What follows belongs to an exercise in optimizing a design on an open flow for a short achievable clock period and few clock cycles; a production flow would make more cautious choices.
Function was checked by simulation only, so behaviour that the tests miss may differ from the original.

==> run F: inputs <==
==> flow/design.v (excerpt) <==
module ARM (
	input clk,
	input rst,
	output [31:0] imem_addr,
	input  [31:0] imem_rdata,
	output [31:0] dmem_addr,
	output [31:0] dmem_wdata,
	output dmem_rd_en,
	output dmem_wr_en,
	input  [31:0] dmem_rdata,
	input  dmem_ready
);
Settings: LEC_CHECK=0, CAP_MARGIN=20, CORE_MARGIN=2, CORE_UTILIZATION=45, SETUP_SLACK_MARGIN=0.4, SLEW_MARGIN=20, SYNTH_HIERARCHICAL=1; clock period 18.0 ns.
standard.sh (not shown) runs the stock make flow with config.mk's settings and CLKGATE_MAP_FILE= SYNTH_SCRIPT=/design/flow/synth_recipe.tcl, a recipe that flattens the netlist after the stock synthesis.
==> flow/flow/run.sh <==
#!/bin/bash
# Layout flow: the standard ORFS flow (standard.sh, unchanged synthesis),
# with repair_timing asked for a setup margin so that it optimises the layout
# for a shorter period than the constraint's 18 ns, the port buffers made
# with a regular buffer cell, and clock tree synthesis with smaller sink
# clusters and no dummy loads (a shorter clock tree). The clock period and the
# SDC stay the design's.
set -euo pipefail
cd "$(dirname "${BASH_SOURCE[0]}")/.."
bash standard.sh SETUP_SLACK_MARGIN=13.5 \
  "BUFFER_PORTS_ARGS=-buffer_cell sky130_fd_sc_hd__buf_4" \
  "CTS_ARGS=-sink_clustering_enable -repair_clock_nets -dont_use_dummy_load -sink_clustering_size 15 -sink_clustering_max_diameter 80" \
  finish > flow_make.log 2>&1
==> inputs of run E, as changes to run F <==
--- a/flow/design.v
+++ b/flow/design.v
@@ -9,11 +9,10 @@
 	output dmem_wr_en,
 	input  [31:0] dmem_rdata,
 	input  dmem_ready
 );
 	reg  [9:0]  pc;
-	reg  [9:0]  pcn;               
 	reg         fd_v;
 	reg  [31:0] fd_ins;
 	reg  [14:0] fd_oha, fd_ohb;    
 	reg         fd_xa, fd_xb;      
 	reg         fd_la, fd_lb;      
@@ -56,12 +55,10 @@
 	reg  [14:0] pend;          
 	reg  [3:0]  ptag [0:14];   
 	reg  [3:0]  l_seq;         
 	reg         o_rd, o_wr;
 	reg  [31:0] o_addr, o_wdata;
-	reg         o_rdn, o_wrn;
-	reg  [31:0] o_addrn, o_wdatan;
 	reg  [3:0]  o_dst, o_tag;
 	reg         q_wr   [0:7];
 	reg  [31:0] q_addr [0:7];
 	reg  [31:0] q_data [0:7];
 	reg  [3:0]  q_dst  [0:7];
@@ -204,12 +201,11 @@
 		if (e_go & de_ld & (de_rd == drd))
 			d_stag = de_lch ? de_tag : l_seq;
 		else
 			d_stag = ptag[drd];
 	end
-	wire o_rdi = ~o_rdn, o_wri = ~o_wrn;
-	wire head_busy = o_rdi | o_wri;
+	wire head_busy = o_rd | o_wr;
 	wire served    = head_busy & dmem_ready;
 	wire head_free = ~head_busy | served;
 	wire q_nonempty = q_cnt != 4'd0;
 	wire q_full = ((q_cnt == 4'd8) & (head_busy | e_qmem)) |
 	              ((q_cnt == 4'd7) & head_busy & e_qmem);
@@ -249,14 +245,18 @@
 			end
 		end
 		pk_b[14] = 1'b1; pk_f[14] = 1'b1;
 		pk_b[15] = 1'b0; pk_f[15] = 1'b0;
 	end
-	wire [9:0]  pci = ~pcn;
-	wire [9:0]  pc1 = pci + 10'd1;
-	wire        f_pred;
-	wire [9:0]  f_alt, pc_d;
+	wire        f_pred = f_br & (fi[23] ? pk_b[fc] : pk_f[fc]);
+	wire [9:0]  pc1 = pc + 10'd1;
+	wire [5:0]  ft_lo  = {1'b0, pc1[4:0]} + {1'b0, fi[4:0]};
+	wire [4:0]  ft_hi0 = pc1[9:5] + fi[9:5];
+	wire [4:0]  ft_hi1 = pc1[9:5] + fi[9:5] + 5'd1;
+	wire [9:0]  f_tgt = {ft_lo[5] ? ft_hi1 : ft_hi0, ft_lo[4:0]};
+	wire [9:0]  f_next = f_pred ? f_tgt : pc1;
+	wire [9:0]  f_alt  = f_pred ? pc1 : f_tgt;
 	wire        f_st = (fi[27:26] == 2'b01) & ~fi[20];
 	wire [3:0]  f_rb = f_st ? fi[15:12] : fi[3:0];
 	wire [15:0] f_oha = 16'd1 << fi[19:16];
 	wire [3:0]  n_ra = f_hold ? drn : fi[19:16];
 	wire [3:0]  n_rb = f_hold ? d_rbsel : f_rb;
@@ -271,11 +271,11 @@
 	wire q_pop     = head_free & q_nonempty;
 	wire [15:0] o_oh = 16'd1 << o_dst;
 	wire e_lld = e_go & de_lch & de_ld;
 	wire head_latest = (|(pend & o_oh[14:0]) & (ptag[o_dst] == o_tag)) |
 	                   (e_lld & (de_tag == o_tag));
-	wire head_wr = o_rdi & head_latest;                  
+	wire head_wr = o_rd & head_latest;                  
 	wire ld_wr = dmem_ready & head_wr;                  
 	wire e_ld_to = e_qmem & de_ld;                      
 	wire cap_da = dmem_ready & (head_wr & (o_dst == drn) & ~(e_ld_to & (de_rd == drn)));
 	wire cap_db = dmem_ready & (head_wr & (o_dst == d_rbsel) & ~(e_ld_to & (de_rd == d_rbsel)));
 	wire cap_ea = dmem_ready & (head_wr & (o_dst == de_ra));
@@ -303,39 +303,31 @@
 	wire        n_rd   = q_nonempty ? ~q_wr[q_rp] : e_mem ? de_ld : launch & d_ld;
 	wire        n_wr   = q_nonempty ?  q_wr[q_rp] : e_mem ? de_st : launch & d_st;
 	wire [31:0] n_addr = q_nonempty ? q_addr[q_rp] : e_mem ? sum[31:0] : d_addr;
 	wire        n_pd   = q_nonempty ? q_pd[q_rp] : e_mem & de_st & de_ps;
 	wire [3:0]  n_ptg  = q_nonempty ? q_tag[q_rp] : de_stag;
-	wire [31:0] n_pdat = (o_rdi & (o_tag == n_ptg)) ? dmem_rdata : ld_q;
+	wire [31:0] n_pdat = (o_rd & (o_tag == n_ptg)) ? dmem_rdata : ld_q;
 	wire [31:0] n_data = n_pd ? n_pdat : q_nonempty ? q_data[q_rp] : e_mem ? es : d_vb;
 	wire        d_fix_e = d_fix & ~mispredict & ~f_hold;
-	wire [9:0]  pc_alt = rst ? 10'd0 : mispredict ? de_alt : f_hold ? pci : pc1;
-	ARM_fnext fnext (
-		.fi_c(fi[31:23]), .fi_off(fi[9:0]), .pc1(pc1), .pk_b(pk_b), .pk_f(pk_f),
-		.go(~rst & ~mispredict & ~f_hold), .fix(~rst & d_fix_e), .fix_pc(fd_alt),
-		.alt_pc(pc_alt), .pc_d(pc_d), .pred(f_pred), .alt(f_alt));
+	wire        f_take = f_pred & ~mispredict & ~f_hold;
+	wire [9:0]  pc_alt = mispredict ? de_alt : f_hold ? pc : pc1;
+	wire [9:0]  pc_o   = f_take ? f_tgt : pc_alt;
 	wire advance = ~e_hold;           
 	wire f_hold  = e_hold | stall;
 	always @(posedge clk) begin
-		pc  <= pc_d;                 
-		pcn <= ~pc_d;
 		if (rst) begin
+			pc <= 10'd0;
 			o_rd <= 1'b0; o_wr <= 1'b0;
 			o_addr <= 32'd0; o_wdata <= 32'd0;
-			o_rdn <= 1'b1; o_wrn <= 1'b1;
-			o_addrn <= ~32'd0; o_wdatan <= ~32'd0;
 			o_dst <= 4'd0; o_tag <= 4'd0;
 		end else begin
-			o_rd    <= head_free ? n_rd   : ~o_rdn;
-			o_wr    <= head_free ? n_wr   : ~o_wrn;
-			o_addr  <= head_free ? n_addr : ~o_addrn;
-			o_wdata <= head_free ? n_data : ~o_wdatan;
+			pc <= d_fix_e ? fd_alt : pc_o;
 			if (head_free) begin
-				o_rdn    <= ~n_rd;
-				o_wrn    <= ~n_wr;
-				o_addrn  <= ~n_addr;
-				o_wdatan <= ~n_data;
+				o_rd    <= n_rd;
+				o_wr    <= n_wr;
+				o_addr  <= n_addr;
+				o_wdata <= n_data;
 				o_dst   <= q_nonempty ? q_dst[q_rp]  : e_mem ? de_rd : drd;
 				o_tag   <= q_nonempty ? q_tag[q_rp]  : l_seq;
 			end
 		end
 	end
@@ -365,11 +357,11 @@
 				flg <= {nN, nZ, nC, nV};
 			if (ld_v && ld_dst != 4'd15) begin rf[ld_dst] <= ld_q; eq1[ld_dst] <= ld_eq1; end
 			if (x_wr && x_dst != 4'd15) begin rf[x_dst] <= x_val; eq1[x_dst] <= x_eq1; end    
 			x_wr <= e_aluw;
 			ld_v <= ld_wr;
-			ld_any <= o_rdi & dmem_ready;
+			ld_any <= o_rd & dmem_ready;
 			if (ld_wr && o_dst != 4'd15) pend[o_dst] <= 1'b0;
 			if (e_aluw && de_rd != 4'd15) pend[de_rd] <= 1'b0;
 			if (e_ldw && de_rd != 4'd15) pend[de_rd] <= 1'b1;
 			if (e_lld && !dmem_ready && de_rd != 4'd15) pend[de_rd] <= 1'b1;
 			if (e_ldw | launch_ld) l_seq <= l_seq + 4'd1;
@@ -509,24 +501,5 @@
 			q_tag[q_wp]  <= de_st ? de_stag : l_seq;
 			q_pd[q_wp]   <= de_st & de_ps;
 		end
 	end
 endmodule
-module ARM_fnext (
-	input  [31:23] fi_c,       
-	input  [9:0]   fi_off,     
-	input  [9:0]   pc1,        
-	input  [15:0]  pk_b, pk_f, 
-	input          go,         
-	input          fix,        
-	input  [9:0]   fix_pc,
-	input  [9:0]   alt_pc,     
-	output [9:0]   pc_d,
-	output         pred,
-	output [9:0]   alt         
-);
-	wire       br  = (fi_c[27:26] == 2'b10) & ~fi_c[24];
-	assign     pred = br & (fi_c[23] ? pk_b[fi_c[31:28]] : pk_f[fi_c[31:28]]);
-	wire [9:0] tgt = pc1 + fi_off;
-	assign     pc_d = fix ? fix_pc : (pred & go) ? tgt : alt_pc;
-	assign     alt  = pred ? pc1 : tgt;
-endmodule
--- a/flow/flow/run.sh
+++ b/flow/flow/run.sh
@@ -7,7 +7,7 @@
 # SDC stay the design's.
 set -euo pipefail
 cd "$(dirname "${BASH_SOURCE[0]}")/.."
 bash standard.sh SETUP_SLACK_MARGIN=13.5 \
   "BUFFER_PORTS_ARGS=-buffer_cell sky130_fd_sc_hd__buf_4" \
-  "CTS_ARGS=-sink_clustering_enable -repair_clock_nets -dont_use_dummy_load -sink_clustering_size 15 -sink_clustering_max_diameter 80" \
+  "CTS_ARGS=-sink_clustering_enable -repair_clock_nets -dont_use_dummy_load -sink_clustering_size 18 -sink_clustering_max_diameter 100" \
   finish > flow_make.log 2>&1
--- a/flow/config.mk
+++ b/flow/config.mk
@@ -8,6 +8,5 @@
 export CAP_MARGIN = 20
 export CORE_MARGIN = 2
 export CORE_UTILIZATION = 45
 export SETUP_SLACK_MARGIN = 0.4
 export SLEW_MARGIN = 20
-export SYNTH_HIERARCHICAL = 1
==> inputs of run X, as changes to run F <==
--- a/flow/design.v
+++ b/flow/design.v
@@ -9,11 +9,10 @@
 	output dmem_wr_en,
 	input  [31:0] dmem_rdata,
 	input  dmem_ready
 );
 	reg  [9:0]  pc;
-	reg  [9:0]  pcn;               
 	reg         fd_v;
 	reg  [31:0] fd_ins;
 	reg  [14:0] fd_oha, fd_ohb;    
 	reg         fd_xa, fd_xb;      
 	reg         fd_la, fd_lb;      
@@ -41,11 +40,11 @@
 	reg         de_lch;                 
 	reg  [3:0]  de_tag;                 
 	reg         x_wr;
 	reg  [3:0]  x_dst;
 	reg  [31:0] x_val;
-	reg         ld_eq1;            
+	reg         x_eq1, ld_eq1;     
 	reg  [14:0] eq1;               
 	reg         ld_v;
 	reg         ld_any;            
 	reg  [3:0]  ld_tag;
 	reg  [3:0]  ld_dst;
@@ -56,12 +55,10 @@
 	reg  [14:0] pend;          
 	reg  [3:0]  ptag [0:14];   
 	reg  [3:0]  l_seq;         
 	reg         o_rd, o_wr;
 	reg  [31:0] o_addr, o_wdata;
-	reg         o_rdn, o_wrn;
-	reg  [31:0] o_addrn, o_wdatan;
 	reg  [3:0]  o_dst, o_tag;
 	reg         q_wr   [0:7];
 	reg  [31:0] q_addr [0:7];
 	reg  [31:0] q_data [0:7];
 	reg  [3:0]  q_dst  [0:7];
@@ -105,10 +102,23 @@
 	wire [31:0] res  = de_arith ? sum[31:0] : lres;
 	wire        nN   = res[31];
 	wire        nC   = de_arith ? sum[32] : lres[31];
 	wire        nZ   = de_arith ? zsum : ~|lres;
 	wire        nV   = de_arith ? (sum[31] ^ sum[32]) : 1'b0;
+	wire [32:0] zcf  = {de_a[31:0] | de_b[31:0], cin};
+	wire        zsf  = &(~(de_a ^ de_b ^ zcf));
+	reg  [31:0] lrf;
+	always @(*) begin
+		case (de_lsel)
+			2'd0: lrf = de_a[31:0] & de_b[31:0];
+			2'd1: lrf = de_a[31:0] | de_b[31:0];
+			2'd2: lrf = de_a[31:0] ^ de_b[31:0];
+			default: lrf = de_b[31:0];
+		endcase
+	end
+	wire        nZf2 = de_arith ? zsf : (de_linv ? &lrf : ~|lrf);    
+	wire        zk   = ~(use_a | use_b);
 	wire        e_qmem = e_go & (de_ld | de_st) & ~de_lch;    
 	wire        e_mem  = e_qmem & ~e_hold;
 	wire        e_ldw  = e_mem & de_ld;
 	wire        e_aluw = e_ok & de_wr;
 	wire        e_sets = e_go & de_setf;
@@ -204,37 +214,37 @@
 		if (e_go & de_ld & (de_rd == drd))
 			d_stag = de_lch ? de_tag : l_seq;
 		else
 			d_stag = ptag[drd];
 	end
-	wire o_rdi = ~o_rdn, o_wri = ~o_wrn;
-	wire head_busy = o_rdi | o_wri;
+	wire head_busy = o_rd | o_wr;
 	wire served    = head_busy & dmem_ready;
 	wire head_free = ~head_busy | served;
 	wire q_nonempty = q_cnt != 4'd0;
-	wire q_full = ((q_cnt == 4'd8) & (head_busy | e_qmem)) |
-	              ((q_cnt == 4'd7) & head_busy & e_qmem);
+	wire [4:0] q_tot = {1'b0, q_cnt} + {4'd0, head_busy} + {4'd0, e_qmem};
 	wire stall = fd_v & (
 		(d_shift & d_fwb) |
-		(d_mem & q_full));
+		(d_mem & (q_tot >= 5'd9)));
 	wire [31:0] d_addr = d_va + {{20{di[11]}}, di[11:0]};
 	wire [3:0] dcnd = di[31:28];
 	wire d_ctrue = (dcnd == 4'd14) | (~e_sets & ctab[dcnd]);
 	wire d_lok = fd_v & d_mem & d_ctrue & ~stall & ~mispredict &
 	             ~d_pla & ~d_fwa & (d_ld | (~d_plb & ~d_fwb)) &
 	             ~q_nonempty & ~e_qmem;
 	wire launch = d_lok & ~e_hold & head_free;
 	wire launch_ld = launch & d_ld;
-	wire d_known = ~e_sets;
-	wire d_taken = ctab[dcnd];
+	wire zf = e_sets ? nZf2 : fZ;
+	wire zfk = ~e_sets | zk;           
+	wire d_zcond = (dcnd == 4'd0) | (dcnd == 4'd1);
+	wire d_known = ~e_sets | (d_zcond & zk);
+	wire d_taken = d_zcond ? (zf ^ dcnd[0]) : ctab[dcnd];
 	wire d_fix = fd_v & d_br & ~fd_zoff & d_known & (d_taken != fd_pred);
 	wire [31:0] fi = imem_rdata;
 	wire        f_br = (fi[27:26] == 2'b10) & ~fi[24];
 	wire        d_sets = fd_v & d_setf;
 	wire        stable = ~d_sets & ~e_sets;
 	wire [3:0]  fc = fi[31:28];
-	wire        x_eq1 = x_val == 32'd1;
 	wire        dz1_val = fd_xa ? x_eq1 : fd_la ? ld_eq1 : |(fd_oha & eq1);
 	wire        dz1_known = d_sets & d_dp & (d_sub | d_cmp) & dI & fd_imm1 &
 	                        d_ctrue & ~d_pla & ~d_fwa;
 	reg  [15:0] pk_b, pk_f;
 	integer c;
@@ -249,14 +259,18 @@
 			end
 		end
 		pk_b[14] = 1'b1; pk_f[14] = 1'b1;
 		pk_b[15] = 1'b0; pk_f[15] = 1'b0;
 	end
-	wire [9:0]  pci = ~pcn;
-	wire [9:0]  pc1 = pci + 10'd1;
-	wire        f_pred;
-	wire [9:0]  f_alt, pc_d;
+	wire        f_pred = f_br & (fi[23] ? pk_b[fc] : pk_f[fc]);
+	wire [9:0]  pc1 = pc + 10'd1;
+	wire [5:0]  ft_lo  = {1'b0, pc1[4:0]} + {1'b0, fi[4:0]};
+	wire [4:0]  ft_hi0 = pc1[9:5] + fi[9:5];
+	wire [4:0]  ft_hi1 = pc1[9:5] + fi[9:5] + 5'd1;
+	wire [9:0]  f_tgt = {ft_lo[5] ? ft_hi1 : ft_hi0, ft_lo[4:0]};
+	wire [9:0]  f_next = f_pred ? f_tgt : pc1;
+	wire [9:0]  f_alt  = f_pred ? pc1 : f_tgt;
 	wire        f_st = (fi[27:26] == 2'b01) & ~fi[20];
 	wire [3:0]  f_rb = f_st ? fi[15:12] : fi[3:0];
 	wire [15:0] f_oha = 16'd1 << fi[19:16];
 	wire [3:0]  n_ra = f_hold ? drn : fi[19:16];
 	wire [3:0]  n_rb = f_hold ? d_rbsel : f_rb;
@@ -271,11 +285,11 @@
 	wire q_pop     = head_free & q_nonempty;
 	wire [15:0] o_oh = 16'd1 << o_dst;
 	wire e_lld = e_go & de_lch & de_ld;
 	wire head_latest = (|(pend & o_oh[14:0]) & (ptag[o_dst] == o_tag)) |
 	                   (e_lld & (de_tag == o_tag));
-	wire head_wr = o_rdi & head_latest;                  
+	wire head_wr = o_rd & head_latest;                  
 	wire ld_wr = dmem_ready & head_wr;                  
 	wire e_ld_to = e_qmem & de_ld;                      
 	wire cap_da = dmem_ready & (head_wr & (o_dst == drn) & ~(e_ld_to & (de_rd == drn)));
 	wire cap_db = dmem_ready & (head_wr & (o_dst == d_rbsel) & ~(e_ld_to & (de_rd == d_rbsel)));
 	wire cap_ea = dmem_ready & (head_wr & (o_dst == de_ra));
@@ -303,39 +317,31 @@
 	wire        n_rd   = q_nonempty ? ~q_wr[q_rp] : e_mem ? de_ld : launch & d_ld;
 	wire        n_wr   = q_nonempty ?  q_wr[q_rp] : e_mem ? de_st : launch & d_st;
 	wire [31:0] n_addr = q_nonempty ? q_addr[q_rp] : e_mem ? sum[31:0] : d_addr;
 	wire        n_pd   = q_nonempty ? q_pd[q_rp] : e_mem & de_st & de_ps;
 	wire [3:0]  n_ptg  = q_nonempty ? q_tag[q_rp] : de_stag;
-	wire [31:0] n_pdat = (o_rdi & (o_tag == n_ptg)) ? dmem_rdata : ld_q;
+	wire [31:0] n_pdat = (o_rd & (o_tag == n_ptg)) ? dmem_rdata : ld_q;
 	wire [31:0] n_data = n_pd ? n_pdat : q_nonempty ? q_data[q_rp] : e_mem ? es : d_vb;
 	wire        d_fix_e = d_fix & ~mispredict & ~f_hold;
-	wire [9:0]  pc_alt = rst ? 10'd0 : mispredict ? de_alt : f_hold ? pci : pc1;
-	ARM_fnext fnext (
-		.fi_c(fi[31:23]), .fi_off(fi[9:0]), .pc1(pc1), .pk_b(pk_b), .pk_f(pk_f),
-		.go(~rst & ~mispredict & ~f_hold), .fix(~rst & d_fix_e), .fix_pc(fd_alt),
-		.alt_pc(pc_alt), .pc_d(pc_d), .pred(f_pred), .alt(f_alt));
+	wire        f_take = f_pred & ~mispredict & ~f_hold;
+	wire [9:0]  pc_alt = mispredict ? de_alt : f_hold ? pc : pc1;
+	wire [9:0]  pc_o   = f_take ? f_tgt : pc_alt;
 	wire advance = ~e_hold;           
 	wire f_hold  = e_hold | stall;
 	always @(posedge clk) begin
-		pc  <= pc_d;                 
-		pcn <= ~pc_d;
 		if (rst) begin
+			pc <= 10'd0;
 			o_rd <= 1'b0; o_wr <= 1'b0;
 			o_addr <= 32'd0; o_wdata <= 32'd0;
-			o_rdn <= 1'b1; o_wrn <= 1'b1;
-			o_addrn <= ~32'd0; o_wdatan <= ~32'd0;
 			o_dst <= 4'd0; o_tag <= 4'd0;
 		end else begin
-			o_rd    <= head_free ? n_rd   : ~o_rdn;
-			o_wr    <= head_free ? n_wr   : ~o_wrn;
-			o_addr  <= head_free ? n_addr : ~o_addrn;
-			o_wdata <= head_free ? n_data : ~o_wdatan;
+			pc <= d_fix_e ? fd_alt : pc_o;
 			if (head_free) begin
-				o_rdn    <= ~n_rd;
-				o_wrn    <= ~n_wr;
-				o_addrn  <= ~n_addr;
-				o_wdatan <= ~n_data;
+				o_rd    <= n_rd;
+				o_wr    <= n_wr;
+				o_addr  <= n_addr;
+				o_wdata <= n_data;
 				o_dst   <= q_nonempty ? q_dst[q_rp]  : e_mem ? de_rd : drd;
 				o_tag   <= q_nonempty ? q_tag[q_rp]  : l_seq;
 			end
 		end
 	end
@@ -365,11 +371,11 @@
 				flg <= {nN, nZ, nC, nV};
 			if (ld_v && ld_dst != 4'd15) begin rf[ld_dst] <= ld_q; eq1[ld_dst] <= ld_eq1; end
 			if (x_wr && x_dst != 4'd15) begin rf[x_dst] <= x_val; eq1[x_dst] <= x_eq1; end    
 			x_wr <= e_aluw;
 			ld_v <= ld_wr;
-			ld_any <= o_rdi & dmem_ready;
+			ld_any <= o_rd & dmem_ready;
 			if (ld_wr && o_dst != 4'd15) pend[o_dst] <= 1'b0;
 			if (e_aluw && de_rd != 4'd15) pend[de_rd] <= 1'b0;
 			if (e_ldw && de_rd != 4'd15) pend[de_rd] <= 1'b1;
 			if (e_lld && !dmem_ready && de_rd != 4'd15) pend[de_rd] <= 1'b1;
 			if (e_ldw | launch_ld) l_seq <= l_seq + 4'd1;
@@ -487,10 +493,11 @@
 		end
 	end
 	always @(posedge clk) begin
 		x_dst  <= de_rd;
 		x_val  <= res;
+		x_eq1  <= res == 32'd1;
 		ld_dst <= o_dst;
 		ld_q   <= dmem_rdata;
 		ld_eq1 <= dmem_rdata == 32'd1;
 		ld_tag <= o_tag;
 		ld_qs  <= ls_out;
@@ -509,24 +516,5 @@
 			q_tag[q_wp]  <= de_st ? de_stag : l_seq;
 			q_pd[q_wp]   <= de_st & de_ps;
 		end
 	end
 endmodule
-module ARM_fnext (
-	input  [31:23] fi_c,       
-	input  [9:0]   fi_off,     
-	input  [9:0]   pc1,        
-	input  [15:0]  pk_b, pk_f, 
-	input          go,         
-	input          fix,        
-	input  [9:0]   fix_pc,
-	input  [9:0]   alt_pc,     
-	output [9:0]   pc_d,
-	output         pred,
-	output [9:0]   alt         
-);
-	wire       br  = (fi_c[27:26] == 2'b10) & ~fi_c[24];
-	assign     pred = br & (fi_c[23] ? pk_b[fi_c[31:28]] : pk_f[fi_c[31:28]]);
-	wire [9:0] tgt = pc1 + fi_off;
-	assign     pc_d = fix ? fix_pc : (pred & go) ? tgt : alt_pc;
-	assign     alt  = pred ? pc1 : tgt;
-endmodule
==> flow/flow/run.sh (replaced) <==
#!/bin/bash
# Layout flow: the standard ORFS flow (standard.sh, unchanged synthesis),
# with repair_timing asked for a setup margin so that it optimises the layout
# for a shorter period than the constraint's 18 ns, and the port buffers made
# with a regular buffer cell. The clock period and the SDC stay the design's.
set -euo pipefail
cd "$(dirname "${BASH_SOURCE[0]}")/.."
bash standard.sh SETUP_SLACK_MARGIN=13.5 \
  "BUFFER_PORTS_ARGS=-buffer_cell sky130_fd_sc_hd__buf_4" \
  finish > flow_make.log 2>&1
==> flow/config.mk (replaced) <==
export PLATFORM = sky130hd
export DESIGN_NAME = ARM
export DESIGN_NICKNAME = ARM
export VERILOG_FILES = /design/flow/design.v
export SDC_FILE = /design/flow/constraint.sdc
export NUM_CORES = 8
export LEC_CHECK = 0
export CAP_MARGIN = 20
export CORE_MARGIN = 2
export CORE_UTILIZATION = 40
export SETUP_SLACK_MARGIN = 0.4
export SLEW_MARGIN = 20
==> results_dict.tcl <==
set metrics [dict create \
    hold_path.startpoint "de_alt[0]" \
    multi_input_area_um2 53600 \
    crit_path_start "o_addr[1]" \
    drt-total-wl_um 457000 \
    diodes 13 \
    rr_endpoint "de_b[32]" \
    synthMuxAreaShare_pct 11.9 \
    place_hpwl_um 298000 \
    run_status "timing/DRC/antenna clean" \
    ir_worst_vdd_uv 90.8 \
    via_count 91800 \
]
(the above is from run E)
==> results_dict.tcl <==
set metrics [dict create \
    synthMuxAreaShare_pct 12.5 \
    place_hpwl_um 287000 \
    drt-total-wl_um 448000 \
    rr_endpoint "fd_alt[9]" \
    hold_path.startpoint "o_addrn[29]" \
    crit_path_start "o_wdata[0]" \
    ir_worst_vdd_uv 88.7 \
    run_status "timing/DRC/antenna clean" \
    critPathMaxStageDelay_ps 390 \
    diodes 20 \
]
(the above is from run F)
==> results_dict.tcl <==
set metrics [dict create \
    place_hpwl_um 328000 \
    via_count 96700 \
    run_status "timing/DRC/antenna clean" \
    multi_input_area_um2 57500 \
    rr_endpoint "x_eq1" \
    drt-total-wl_um 497000 \
    hold_path.startpoint "de_alt[5]" \
    synthMuxAreaShare_pct 12.2 \
    diodes 24 \
    ir_worst_vdd_uv 112 \
]
(the above is from run X)
Testbench counts of run F, summed over its fixed seeds: cycles 38,166.
Testbench counts of run E, summed over its fixed seeds: cycles 38,166.
Testbench counts of run X, summed over its fixed seeds: cycles 38,163.

-- separate check: timing with driven ports --
How much do the figures lean on ideal ports? The routed layouts below were timed once more, with nothing changed but the port constraints. Step 1, drivers: a clkbuf_16 drives clk and a buf_2 each remaining input, both assumed. Step 2 also shifts input and output timing later by t, the mid clock arrival at the registers, as if the neighbouring blocks saw the same clock. Slacks: no drivers / after step 1 / after step 2; pairs: no drivers / after step 1.
| run | shift t [ns] | setup slack, ns | latest minus earliest clock arrival (ns) | worst slew at a driven data input, ns |
|---|---|---|---|---|
| run F | 0.885 | 13.075 / 12.977 / 12.123 | 0.119 / 0.119 | 0.20 |
| run E | 0.886 | 13.036 / 12.945 / 12.323 | 0.099 / 0.100 | 0.25 |
| run X | 0.980 | 12.960 / 12.854 / 12.034 | 0.101 / 0.101 | 0.12 |
After both steps every run listed still meets setup and hold. For run F, which loses most, drivers alone change the setup slack by -0.098 ns; drivers and shift together by -0.952 ns.
